This is an optimization exercise on Yosys and OpenROAD, whose aim is small area, a short achievable clock period and few clock cycles, not a production implementation.
Where RTL was checked, it was by simulation tests only, not by an equivalence proof against the original.
Power figures rest on the tool's default switching activity, not on a simulated workload.

==> fjord: inputs <==
## UT_TOP
module UT_TOP (
    clk, rst_n, in_valid, in_time,
    out_valid, out_display, out_day
);
Settings: LEC_CHECK=0, ABC_AREA=1, CAP_MARGIN=20, CORE_MARGIN=2, CORE_UTILIZATION=60, SETUP_SLACK_MARGIN=5, SLEW_MARGIN=20; clock period 9.0 ns.
standard.sh (not shown) runs the stock make flow with config.mk's settings and CLKGATE_MAP_FILE= SYNTH_SCRIPT=/design/flow/synth_recipe.tcl, a recipe that flattens the netlist after the stock synthesis.
==> flow/flow/run.sh <==
#!/bin/bash
# Standard layout, except that synthesis maps adders and comparators through ABC
# (no full/half-adder cell extraction), which gives smaller and faster logic here.
set -euo pipefail
bash standard.sh ADDER_MAP_FILE= finish > flow_make.log 2>&1
==> umber (differences from fjord) <==
--- a/flow/design.v
+++ b/flow/design.v
@@ -91,59 +91,44 @@
         5'd10: begin t = 4'd1; u = 3'd0; end
         5'd11: begin t = 4'd1; u = 3'd2; end
         5'd12: begin t = 4'd1; u = 3'd4; end
         5'd13: begin t = 4'd2; u = 3'd1; end
         5'd14: begin t = 4'd2; u = 3'd3; end
         5'd15: begin t = 4'd3; u = 3'd0; end
         5'd16: begin t = 4'd3; u = 3'd2; end
         5'd17: begin t = 4'd3; u = 3'd4; end
-        5'd18: begin t = 4'd4; u = 3'd1; end
-        5'd19: begin t = 4'd4; u = 3'd3; end
-        5'd20: begin t = 4'd5; u = 3'd0; end
-        5'd21: begin t = 4'd5; u = 3'd2; end
-        5'd22: begin t = 4'd5; u = 3'd4; end
-        5'd23: begin t = 4'd6; u = 3'd1; end
-        5'd24: begin t = 4'd6; u = 3'd3; end
-        5'd25: begin t = 4'd7; u = 3'd0; end
-        5'd26: begin t = 4'd7; u = 3'd2; end
-        5'd27: begin t = 4'd7; u = 3'd4; end
-        5'd28: begin t = 4'd8; u = 3'd1; end
-        5'd29: begin t = 4'd8; u = 3'd3; end
-        5'd30: begin t = 4'd9; u = 3'd0; end
-        5'd31: begin t = 4'd9; u = 3'd2; end
+        default: begin t = y4[3:0]; u = y4[2:0]; end
     endcase
 end
 endmodule
 module UT_TOP (
     clk, rst_n, in_valid, in_time,
     out_valid, out_display, out_day
 );
 input clk, rst_n, in_valid;
 input [30:0] in_time;
 output reg out_valid;
 output reg [3:0] out_display;
 output reg [2:0] out_day;
 reg [4:0] cnt;
 wire idle = (cnt == 5'd0);
 reg [9:0]  R1;     
+reg [7:0]  T;      
 reg [15:0] S;      
 reg [6:0]  LO;     
 reg [1:0]  QD;     
 reg [2:0]  W;      
 reg        gt, lt; 
 reg [10:0] R2;
 reg [4:0]  Y;      
 reg [1:0]  YO;     
-reg [1:0]  HH;
-reg [3:0]  MO;
-reg [4:0]  DY;
-wire [9:0]  a0  = in_time[30:21];
-wire        c0  = (a0 >= 10'd675);
-wire [9:0]  r0  = c0 ? a0 - 10'd675 : a0;
+wire [1:0] HH = S[1:0];
+wire [3:0] MO = S[5:2];
+wire [4:0] DY = S[10:6];
 wire [11:0] x1 = {R1, S[15:14]};
 wire        c1a = (x1 >= 12'd675), c1b = (x1 >= 12'd1350), c1c = (x1 >= 12'd2025);
 wire [1:0]  q1 = c1c ? 2'd3 : c1b ? 2'd2 : c1a ? 2'd1 : 2'd0;
 wire [11:0] r1n = c1c ? x1 - 12'd2025 : c1b ? x1 - 12'd1350 : c1a ? x1 - 12'd675 : x1;
 wire [12:0] x2 = {R2, QD};
 wire        c2a = (x2 >= 13'd1461), c2b = (x2 >= 13'd2922), c2c = (x2 >= 13'd4383);
 wire [1:0]  q2 = c2c ? 2'd3 : c2b ? 2'd2 : c2a ? 2'd1 : 2'd0;
 wire [12:0] r2n = c2c ? x2 - 13'd4383 : c2b ? x2 - 13'd2922 : c2a ? x2 - 13'd1461 : x2;
@@ -158,36 +143,36 @@
         5'd20: wn = 3'd6;  5'd21: wn = 3'd0;  5'd22: wn = 3'd1;  5'd23: wn = 3'd2;
         5'd24: wn = 3'd3;  5'd25: wn = 3'd4;  5'd26: wn = 3'd5;  5'd27: wn = 3'd6;
         5'd28: wn = 3'd0;  5'd29: wn = 3'd1;  5'd30: wn = 3'd2;  default: wn = 3'd3;
     endcase
 end
 reg [1:0] gdig;
 always @(*) begin
     case (cnt[3:0])
-        4'd1, 4'd2, 4'd3: gdig = 2'd2;
-        4'd4: gdig = 2'd3;
-        4'd6: gdig = 2'd3;
-        4'd7: gdig = 2'd1;
+        4'd2, 4'd3, 4'd4: gdig = 2'd2;
+        4'd5: gdig = 2'd3;
+        4'd7: gdig = 2'd3;
+        4'd8: gdig = 2'd1;
         default: gdig = 2'd0;
     endcase
 end
 wire GEnow = gt | (~lt & c1a);
 wire GE = gt | ~lt;
 wire        ch1 = (R1 >= 10'd225), ch2 = (R1 >= 10'd450);
 wire [1:0]  hh = ch2 ? 2'd2 : ch1 ? 2'd1 : 2'd0;
 wire [9:0]  r1h = ch2 ? R1 - 10'd450 : ch1 ? R1 - 10'd225 : R1;
-wire [8:0]  xh = {R1[7:0], LO[6]};
+wire [8:0]  xh = {T, LO[6]};
 wire        bh = (xh >= 9'd225);
 wire [8:0]  rh = bh ? xh - 9'd225 : xh;
-wire [7:0]  RH = R1[7:0];
+wire [7:0]  RH = T;
 wire        cm1 = (RH >= 8'd60), cm2 = (RH >= 8'd120), cm3 = (RH >= 8'd180);
 wire [1:0]  mq = cm3 ? 2'd3 : cm2 ? 2'd2 : cm1 ? 2'd1 : 2'd0;
 wire [7:0]  rmq = cm3 ? RH - 8'd180 : cm2 ? RH - 8'd120 : cm1 ? RH - 8'd60 : RH;
-wire [6:0]  xm = {R1[5:0], LO[6]};
+wire [6:0]  xm = {T[5:0], LO[6]};
 wire        bm = (xm >= 7'd60);
 wire [6:0]  rm = bm ? xm - 7'd60 : xm;
 wire [8:0] doy  = R2[10:2];
 wire       leap = (YO == 2'd2);
 wire T1  = (doy >= 9'd31);
 wire T2  = leap ? (doy >= 9'd60)  : (doy >= 9'd59);
 wire T3  = leap ? (doy >= 9'd91)  : (doy >= 9'd90);
 wire T4  = leap ? (doy >= 9'd121) : (doy >= 9'd120);
@@ -210,107 +195,114 @@
         5'd4:  mst = 5'd23;  5'd5:  mst = 5'd22;  5'd6:  mst = 5'd20;  5'd7:  mst = 5'd19;
         5'd8:  mst = 5'd18;  5'd9:  mst = 5'd16;  5'd10: mst = 5'd15;  5'd11: mst = 5'd13;
         5'd16: mst = 5'd31;  5'd17: mst = 5'd30;  5'd18: mst = 5'd27;  5'd19: mst = 5'd26;
         5'd20: mst = 5'd24;  5'd21: mst = 5'd23;  5'd22: mst = 5'd21;  5'd23: mst = 5'd20;
         5'd24: mst = 5'd19;  5'd25: mst = 5'd17;  5'd26: mst = 5'd16;  5'd27: mst = 5'd14;
         default: mst = 5'd0;
     endcase
 end
-wire [4:0] dcalc = doy[4:0] - mst;
+wire [4:0] dcalc = DY - mst;
 reg [3:0] mun;
 always @(*) begin
     case (MO)
         4'd0: mun = 4'd1;  4'd1: mun = 4'd2;  4'd2: mun = 4'd3;  4'd3: mun = 4'd4;
         4'd4: mun = 4'd5;  4'd5: mun = 4'd6;  4'd6: mun = 4'd7;  4'd7: mun = 4'd8;
-        4'd8: mun = 4'd9;  4'd9: mun = 4'd0;  4'd10: mun = 4'd1; default: mun = 4'd2;
+        4'd8: mun = 4'd9;  4'd9: mun = 4'd0;  4'd10: mun = 4'd1; 4'd11: mun = 4'd2;
+        default: mun = MO;    
     endcase
 end
 wire [3:0] yt;
 wire [2:0] yu;
 YEAR_LUT u_year (.y4(Y), .t(yt), .u(yu));
-wire [1:0] yo = (cnt == 5'd9) ? q2 : YO;
+wire [1:0] yo = (cnt == 5'd10) ? q2 : YO;
 wire       ycarry = (yu == 3'd4) && yo[1];
 wire [3:0] ytens = ycarry ? ((yt == 4'd9) ? 4'd0 : yt + 4'd1) : yt;
 wire [3:0] yu2 = {yu, 1'b0} + yo;
 wire [3:0] yunits = (yu2 >= 4'd10) ? yu2 - 4'd10 : yu2;
 reg [5:0] cv;
 always @(*) begin
     case (cnt)
-        5'd13, 5'd14: cv = {1'b0, DY};
-        5'd15, 5'd16: cv = {1'b0, HH, LO[2:0]};
-        5'd17, 5'd18: cv = {LO[6:3], R1[7:6]};
-        default:      cv = R1[5:0];
+        5'd14, 5'd15: cv = {1'b0, DY};
+        5'd16, 5'd17: cv = {1'b0, HH, LO[2:0]};
+        5'd18, 5'd19: cv = {LO[6:3], T[7:6]};
+        default:      cv = T[5:0];
     endcase
 end
 wire [7:0] cbcd;
 B2BCD_IP u_bcd (.bin(cv), .bcd(cbcd));
 reg [3:0] dig;
 always @(*) begin
     case (cnt)
-        5'd7:  dig = GEnow ? 4'd2 : 4'd1;
-        5'd8:  dig = GE ? 4'd0 : 4'd9;
-        5'd9:  dig = ytens;
-        5'd10: dig = yunits;
-        5'd11: dig = (MO >= 4'd9) ? 4'd1 : 4'd0;
-        5'd12: dig = mun;
-        5'd13, 5'd15, 5'd17, 5'd19: dig = cbcd[7:4];
+        5'd8:  dig = GEnow ? 4'd2 : 4'd1;
+        5'd9:  dig = GE ? 4'd0 : 4'd9;
+        5'd10: dig = ytens;
+        5'd11: dig = yunits;
+        5'd12: dig = (MO >= 4'd9) ? 4'd1 : 4'd0;
+        5'd13: dig = mun;
+        5'd14, 5'd16, 5'd18, 5'd20: dig = cbcd[7:4];
         default: dig = cbcd[3:0];
     endcase
 end
-wire dslot = (cnt >= 5'd7) && (cnt <= 5'd20);
+wire dslot = (cnt >= 5'd8) && (cnt <= 5'd21);
 always @(posedge clk or negedge rst_n) begin
     if (!rst_n) begin
         cnt <= 5'd0;
+    end else begin
+        if (in_valid) cnt <= 5'd1;
+        else if (cnt == 5'd22) cnt <= 5'd0;
+        else if (!idle) cnt <= cnt + 5'd1;
+    end
+end
+always @(posedge clk or negedge rst_n) begin
+    if (!rst_n) begin
         out_valid <= 1'b0;
         out_display <= 4'd0;
         out_day <= 3'd0;
     end else begin
-        if (in_valid) cnt <= 5'd1;
-        else if (cnt == 5'd21) cnt <= 5'd0;
-        else if (!idle) cnt <= cnt + 5'd1;
         out_valid <= dslot;
         out_display <= dslot ? dig : 4'd0;
-        if (cnt == 5'd7) out_day <= wn;
-        else if (!dslot) out_day <= 3'd0;
+        out_day <= (cnt == 5'd8) ? wn : dslot ? W : 3'd0;
     end
 end
 always @(posedge clk) begin
     if (idle) begin
-        R1 <= r0;
-        S  <= {in_time[20:7], 2'b00};
+        R1 <= {2'b00, in_time[30:23]};
+        S  <= in_time[22:7];
         LO <= in_time[6:0];
-        QD <= {1'b0, c0};
-        W  <= c0 ? 3'd2 : 3'd1;
-        gt <= c0;
+        QD <= 2'd0;
+        W  <= 3'd2;
+        gt <= 1'b0;
         lt <= 1'b0;
         R2 <= 11'd0;
     end else begin
-        S  <= {S[13:0], 2'b00};
-        QD <= (cnt == 5'd8) ? 2'd2 : q1;
-        W  <= wn;
+        S[15:11] <= S[13:9];
+        if (cnt <= 5'd8) S[10:0] <= {S[8:0], 2'b00};
+        QD <= (cnt == 5'd9) ? 2'd2 : q1;
+        if (cnt <= 5'd8) W <= wn;
         if (!gt && !lt) begin
             gt <= (q1 > gdig);
             lt <= (q1 < gdig);
         end
-        if (cnt <= 5'd9) R2 <= r2n[10:0];
-        if (cnt <= 5'd8) Y <= {Y[2:0], q2};
-        if (cnt == 5'd9) YO <= q2;
-        if (cnt <= 5'd7) R1 <= r1n[9:0];
-        if (cnt == 5'd8) begin
-            R1 <= r1h;
-            HH <= hh;
+        R2 <= r2n[10:0];
+        if (cnt <= 5'd9) Y <= {Y[2:0], q2};
+        if (cnt == 5'd10) YO <= q2;
+        R1 <= r1n[9:0];
+        if (cnt == 5'd9) begin
+            T <= r1h[7:0];
+            S[1:0] <= hh;
         end
-        if (cnt >= 5'd9 && cnt <= 5'd11) begin
-            R1[7:0] <= rh[7:0];
+        if (cnt >= 5'd10 && cnt <= 5'd12) begin
+            T <= rh[7:0];
             LO <= {LO[5:0], bh};
         end
-        if (cnt == 5'd12) R1[7:0] <= {mq, rmq[5:0]};
-        if (cnt >= 5'd13 && cnt <= 5'd16) begin
-            R1[5:0] <= rm[5:0];
-            R1[7:6] <= {R1[6], bm};
-            LO[6:3] <= {LO[5:3], R1[7]};
+        if (cnt == 5'd13) T <= {mq, rmq[5:0]};
+        if (cnt >= 5'd14 && cnt <= 5'd17) begin
+            T[5:0] <= rm[5:0];
+            T[7:6] <= {T[6], bm};
+            LO[6:3] <= {LO[5:3], T[7]};
         end
-        if (cnt == 5'd10) MO <= mcalc;
-        if (cnt == 5'd11) DY <= dcalc;
+        if (cnt == 5'd11) S[5:2] <= mcalc;
+        if (cnt == 5'd11) S[10:6] <= doy[4:0];
+        if (cnt == 5'd12) S[10:6] <= dcalc;
     end
 end
 endmodule
==> flow/flow/run.sh (replaced) <==
#!/bin/bash
# Standard layout, except:
#  - synthesis maps adders and comparators through ABC (no full/half-adder
#    cell extraction), with a stronger area-oriented ABC script
#    (flow/abc_area.script, used in place of ORFS's abc_area.script);
#  - port buffers are plain buf_1 cells (resized later where timing needs it);
#  - clock tree synthesis adds no dummy loads;
#  - timing repair aims for 2.57 ns paths.
set -euo pipefail
rm -rf scripts_local
cp -r "$FLOW_HOME/scripts" scripts_local
cp flow/abc_area.script scripts_local/abc_area.script
bash standard.sh "SCRIPTS_DIR=$PWD/scripts_local" ADDER_MAP_FILE= SETUP_SLACK_MARGIN=6.43 \
  "BUFFER_PORTS_ARGS=-buffer_cell sky130_fd_sc_hd__buf_1" \
  "CTS_ARGS=-sink_clustering_enable -repair_clock_nets -dont_use_dummy_load" \
  finish > flow_make.log 2>&1
==> flow/flow/abc_area.script (new file) <==
strash
&get -n
&fraig -x
&put
scorr
dc2
dc2
strash
dch -f
map {D}
topo
stime -c
buffer -c
upsize -c
dnsize -c
==> flow/config.mk (replaced) <==
export PLATFORM = sky130hd
export DESIGN_NAME = UT_TOP
export DESIGN_NICKNAME = UT_TOP
export VERILOG_FILES = /design/flow/design.v
export SDC_FILE = /design/flow/constraint.sdc
export NUM_CORES = 4
export LEC_CHECK = 0
export ABC_AREA = 1
export ABC_CLOCK_PERIOD_IN_PS = 1500
export CAP_MARGIN = 20
export CORE_MARGIN = 2
export CORE_UTILIZATION = 60
export SETUP_SLACK_MARGIN = 5
export SLEW_MARGIN = 20
==> ember (differences from fjord) <==
--- a/flow/design.v
+++ b/flow/design.v
@@ -131,19 +131,16 @@
 reg [2:0]  W;      
 reg        gt, lt; 
 reg [10:0] R2;
 reg [4:0]  Y;      
 reg [1:0]  YO;     
 reg [1:0]  HH;
 reg [3:0]  MO;
 reg [4:0]  DY;
-wire [9:0]  a0  = in_time[30:21];
-wire        c0  = (a0 >= 10'd675);
-wire [9:0]  r0  = c0 ? a0 - 10'd675 : a0;
 wire [11:0] x1 = {R1, S[15:14]};
 wire        c1a = (x1 >= 12'd675), c1b = (x1 >= 12'd1350), c1c = (x1 >= 12'd2025);
 wire [1:0]  q1 = c1c ? 2'd3 : c1b ? 2'd2 : c1a ? 2'd1 : 2'd0;
 wire [11:0] r1n = c1c ? x1 - 12'd2025 : c1b ? x1 - 12'd1350 : c1a ? x1 - 12'd675 : x1;
 wire [12:0] x2 = {R2, QD};
 wire        c2a = (x2 >= 13'd1461), c2b = (x2 >= 13'd2922), c2c = (x2 >= 13'd4383);
 wire [1:0]  q2 = c2c ? 2'd3 : c2b ? 2'd2 : c2a ? 2'd1 : 2'd0;
 wire [12:0] r2n = c2c ? x2 - 13'd4383 : c2b ? x2 - 13'd2922 : c2a ? x2 - 13'd1461 : x2;
@@ -158,20 +155,20 @@
         5'd20: wn = 3'd6;  5'd21: wn = 3'd0;  5'd22: wn = 3'd1;  5'd23: wn = 3'd2;
         5'd24: wn = 3'd3;  5'd25: wn = 3'd4;  5'd26: wn = 3'd5;  5'd27: wn = 3'd6;
         5'd28: wn = 3'd0;  5'd29: wn = 3'd1;  5'd30: wn = 3'd2;  default: wn = 3'd3;
     endcase
 end
 reg [1:0] gdig;
 always @(*) begin
     case (cnt[3:0])
-        4'd1, 4'd2, 4'd3: gdig = 2'd2;
-        4'd4: gdig = 2'd3;
-        4'd6: gdig = 2'd3;
-        4'd7: gdig = 2'd1;
+        4'd2, 4'd3, 4'd4: gdig = 2'd2;
+        4'd5: gdig = 2'd3;
+        4'd7: gdig = 2'd3;
+        4'd8: gdig = 2'd1;
         default: gdig = 2'd0;
     endcase
 end
 wire GEnow = gt | (~lt & c1a);
 wire GE = gt | ~lt;
 wire        ch1 = (R1 >= 10'd225), ch2 = (R1 >= 10'd450);
 wire [1:0]  hh = ch2 ? 2'd2 : ch1 ? 2'd1 : 2'd0;
 wire [9:0]  r1h = ch2 ? R1 - 10'd450 : ch1 ? R1 - 10'd225 : R1;
@@ -222,95 +219,95 @@
         4'd0: mun = 4'd1;  4'd1: mun = 4'd2;  4'd2: mun = 4'd3;  4'd3: mun = 4'd4;
         4'd4: mun = 4'd5;  4'd5: mun = 4'd6;  4'd6: mun = 4'd7;  4'd7: mun = 4'd8;
         4'd8: mun = 4'd9;  4'd9: mun = 4'd0;  4'd10: mun = 4'd1; default: mun = 4'd2;
     endcase
 end
 wire [3:0] yt;
 wire [2:0] yu;
 YEAR_LUT u_year (.y4(Y), .t(yt), .u(yu));
-wire [1:0] yo = (cnt == 5'd9) ? q2 : YO;
+wire [1:0] yo = (cnt == 5'd10) ? q2 : YO;
 wire       ycarry = (yu == 3'd4) && yo[1];
 wire [3:0] ytens = ycarry ? ((yt == 4'd9) ? 4'd0 : yt + 4'd1) : yt;
 wire [3:0] yu2 = {yu, 1'b0} + yo;
 wire [3:0] yunits = (yu2 >= 4'd10) ? yu2 - 4'd10 : yu2;
 reg [5:0] cv;
 always @(*) begin
     case (cnt)
-        5'd13, 5'd14: cv = {1'b0, DY};
-        5'd15, 5'd16: cv = {1'b0, HH, LO[2:0]};
-        5'd17, 5'd18: cv = {LO[6:3], R1[7:6]};
+        5'd14, 5'd15: cv = {1'b0, DY};
+        5'd16, 5'd17: cv = {1'b0, HH, LO[2:0]};
+        5'd18, 5'd19: cv = {LO[6:3], R1[7:6]};
         default:      cv = R1[5:0];
     endcase
 end
 wire [7:0] cbcd;
 B2BCD_IP u_bcd (.bin(cv), .bcd(cbcd));
 reg [3:0] dig;
 always @(*) begin
     case (cnt)
-        5'd7:  dig = GEnow ? 4'd2 : 4'd1;
-        5'd8:  dig = GE ? 4'd0 : 4'd9;
-        5'd9:  dig = ytens;
-        5'd10: dig = yunits;
-        5'd11: dig = (MO >= 4'd9) ? 4'd1 : 4'd0;
-        5'd12: dig = mun;
-        5'd13, 5'd15, 5'd17, 5'd19: dig = cbcd[7:4];
+        5'd8:  dig = GEnow ? 4'd2 : 4'd1;
+        5'd9:  dig = GE ? 4'd0 : 4'd9;
+        5'd10: dig = ytens;
+        5'd11: dig = yunits;
+        5'd12: dig = (MO >= 4'd9) ? 4'd1 : 4'd0;
+        5'd13: dig = mun;
+        5'd14, 5'd16, 5'd18, 5'd20: dig = cbcd[7:4];
         default: dig = cbcd[3:0];
     endcase
 end
-wire dslot = (cnt >= 5'd7) && (cnt <= 5'd20);
+wire dslot = (cnt >= 5'd8) && (cnt <= 5'd21);
 always @(posedge clk or negedge rst_n) begin
     if (!rst_n) begin
         cnt <= 5'd0;
         out_valid <= 1'b0;
         out_display <= 4'd0;
         out_day <= 3'd0;
     end else begin
         if (in_valid) cnt <= 5'd1;
-        else if (cnt == 5'd21) cnt <= 5'd0;
+        else if (cnt == 5'd22) cnt <= 5'd0;
         else if (!idle) cnt <= cnt + 5'd1;
         out_valid <= dslot;
         out_display <= dslot ? dig : 4'd0;
-        if (cnt == 5'd7) out_day <= wn;
+        if (cnt == 5'd8) out_day <= wn;
         else if (!dslot) out_day <= 3'd0;
     end
 end
 always @(posedge clk) begin
     if (idle) begin
-        R1 <= r0;
-        S  <= {in_time[20:7], 2'b00};
+        R1 <= {2'b00, in_time[30:23]};
+        S  <= in_time[22:7];
         LO <= in_time[6:0];
-        QD <= {1'b0, c0};
-        W  <= c0 ? 3'd2 : 3'd1;
-        gt <= c0;
+        QD <= 2'd0;
+        W  <= 3'd2;
+        gt <= 1'b0;
         lt <= 1'b0;
         R2 <= 11'd0;
     end else begin
         S  <= {S[13:0], 2'b00};
-        QD <= (cnt == 5'd8) ? 2'd2 : q1;
+        QD <= (cnt == 5'd9) ? 2'd2 : q1;
         W  <= wn;
         if (!gt && !lt) begin
             gt <= (q1 > gdig);
             lt <= (q1 < gdig);
         end
-        if (cnt <= 5'd9) R2 <= r2n[10:0];
-        if (cnt <= 5'd8) Y <= {Y[2:0], q2};
-        if (cnt == 5'd9) YO <= q2;
-        if (cnt <= 5'd7) R1 <= r1n[9:0];
-        if (cnt == 5'd8) begin
+        if (cnt <= 5'd10) R2 <= r2n[10:0];
+        if (cnt <= 5'd9) Y <= {Y[2:0], q2};
+        if (cnt == 5'd10) YO <= q2;
+        if (cnt <= 5'd8) R1 <= r1n[9:0];
+        if (cnt == 5'd9) begin
             R1 <= r1h;
             HH <= hh;
         end
-        if (cnt >= 5'd9 && cnt <= 5'd11) begin
+        if (cnt >= 5'd10 && cnt <= 5'd12) begin
             R1[7:0] <= rh[7:0];
             LO <= {LO[5:0], bh};
         end
-        if (cnt == 5'd12) R1[7:0] <= {mq, rmq[5:0]};
-        if (cnt >= 5'd13 && cnt <= 5'd16) begin
+        if (cnt == 5'd13) R1[7:0] <= {mq, rmq[5:0]};
+        if (cnt >= 5'd14 && cnt <= 5'd17) begin
             R1[5:0] <= rm[5:0];
             R1[7:6] <= {R1[6], bm};
             LO[6:3] <= {LO[5:3], R1[7]};
         end
-        if (cnt == 5'd10) MO <= mcalc;
-        if (cnt == 5'd11) DY <= dcalc;
+        if (cnt == 5'd11) MO <= mcalc;
+        if (cnt == 5'd12) DY <= dcalc;
     end
 end
 endmodule
==> flow/run.sh (new file) <==
#!/bin/bash
# synth_recipe.tcl (not shown) runs the flow's synth.tcl, then flattens the netlist and writes it again
# the make line also repeats each setting of config.mk as NAME=value (left out here)
make -C /OpenROAD-flow-scripts/flow DESIGN_CONFIG=/design/flow/config.mk WORK_HOME=/design/flow/orfs CLKGATE_MAP_FILE= SYNTH_SCRIPT=/design/flow/synth_recipe.tcl finish
removed: flow/flow/run.sh
removed: flow/standard.sh
==> summary of the runs <==
umber finished with timing, DRC and antenna clean. fjord finished with timing, DRC and antenna clean. ember produced a clean layout.
Combinational power, lowest first: umber, fjord, ember.
The lowest die area belongs to umber, the highest to ember.
The lowest first-iteration DRC count belongs to ember, the highest to umber.
Routed wire length: umber < fjord < ember.
The lowest total power belongs to umber, the highest to ember.
Testbench counts of umber, summed over its fixed seeds: cycles 11,768.
Testbench counts of ember, summed over its fixed seeds: cycles 11,768.
For fjord, only the layout was checked, not whether the RTL still works.

## re-timing with driven ports
The results above use ideal ports. As a check the final layouts listed here were re-extracted and re-timed, cells and wires unchanged. Step 1 (the two cells are an assumption about what drives the block):
set clk [get_ports {clk}]
set_driving_cell -lib_cell sky130_fd_sc_hd__clkbuf_16 $clk
set_driving_cell -lib_cell sky130_fd_sc_hd__buf_2 [delete_from_list [all_inputs] $clk]
Step 2 times the ports against the registers' clock, not the clock port: input delays grow and output delays shrink by t, the midpoint of the rising clock arrivals with the driver on. Three values: ideal ports, drivers, drivers and shift; two values: the first two.
| run | shift t [ns] | setup slack, ns | latest minus earliest clock arrival (ns) | worst data-port slew with drivers (ns) | cell pins on the clock port's net |
|---|---|---|---|---|---|
| fjord | 0.390 | 5.287 / 5.307 / 4.917 | 0.010 / 0.010 | 0.06 | 1 |
| umber | 0.389 | 6.323 / 6.277 / 6.462 | 0.010 / 0.010 | 0.03 | 1 |
| ember | 0.393 | 5.369 / 5.369 / 5.369 | 0.009 / 0.009 | 0.04 | 1 |
After both steps every run listed still meets setup and hold. The setup slack of fjord, which loses most, moves by +0.020 ns with the drivers and by -0.370 ns with both steps.
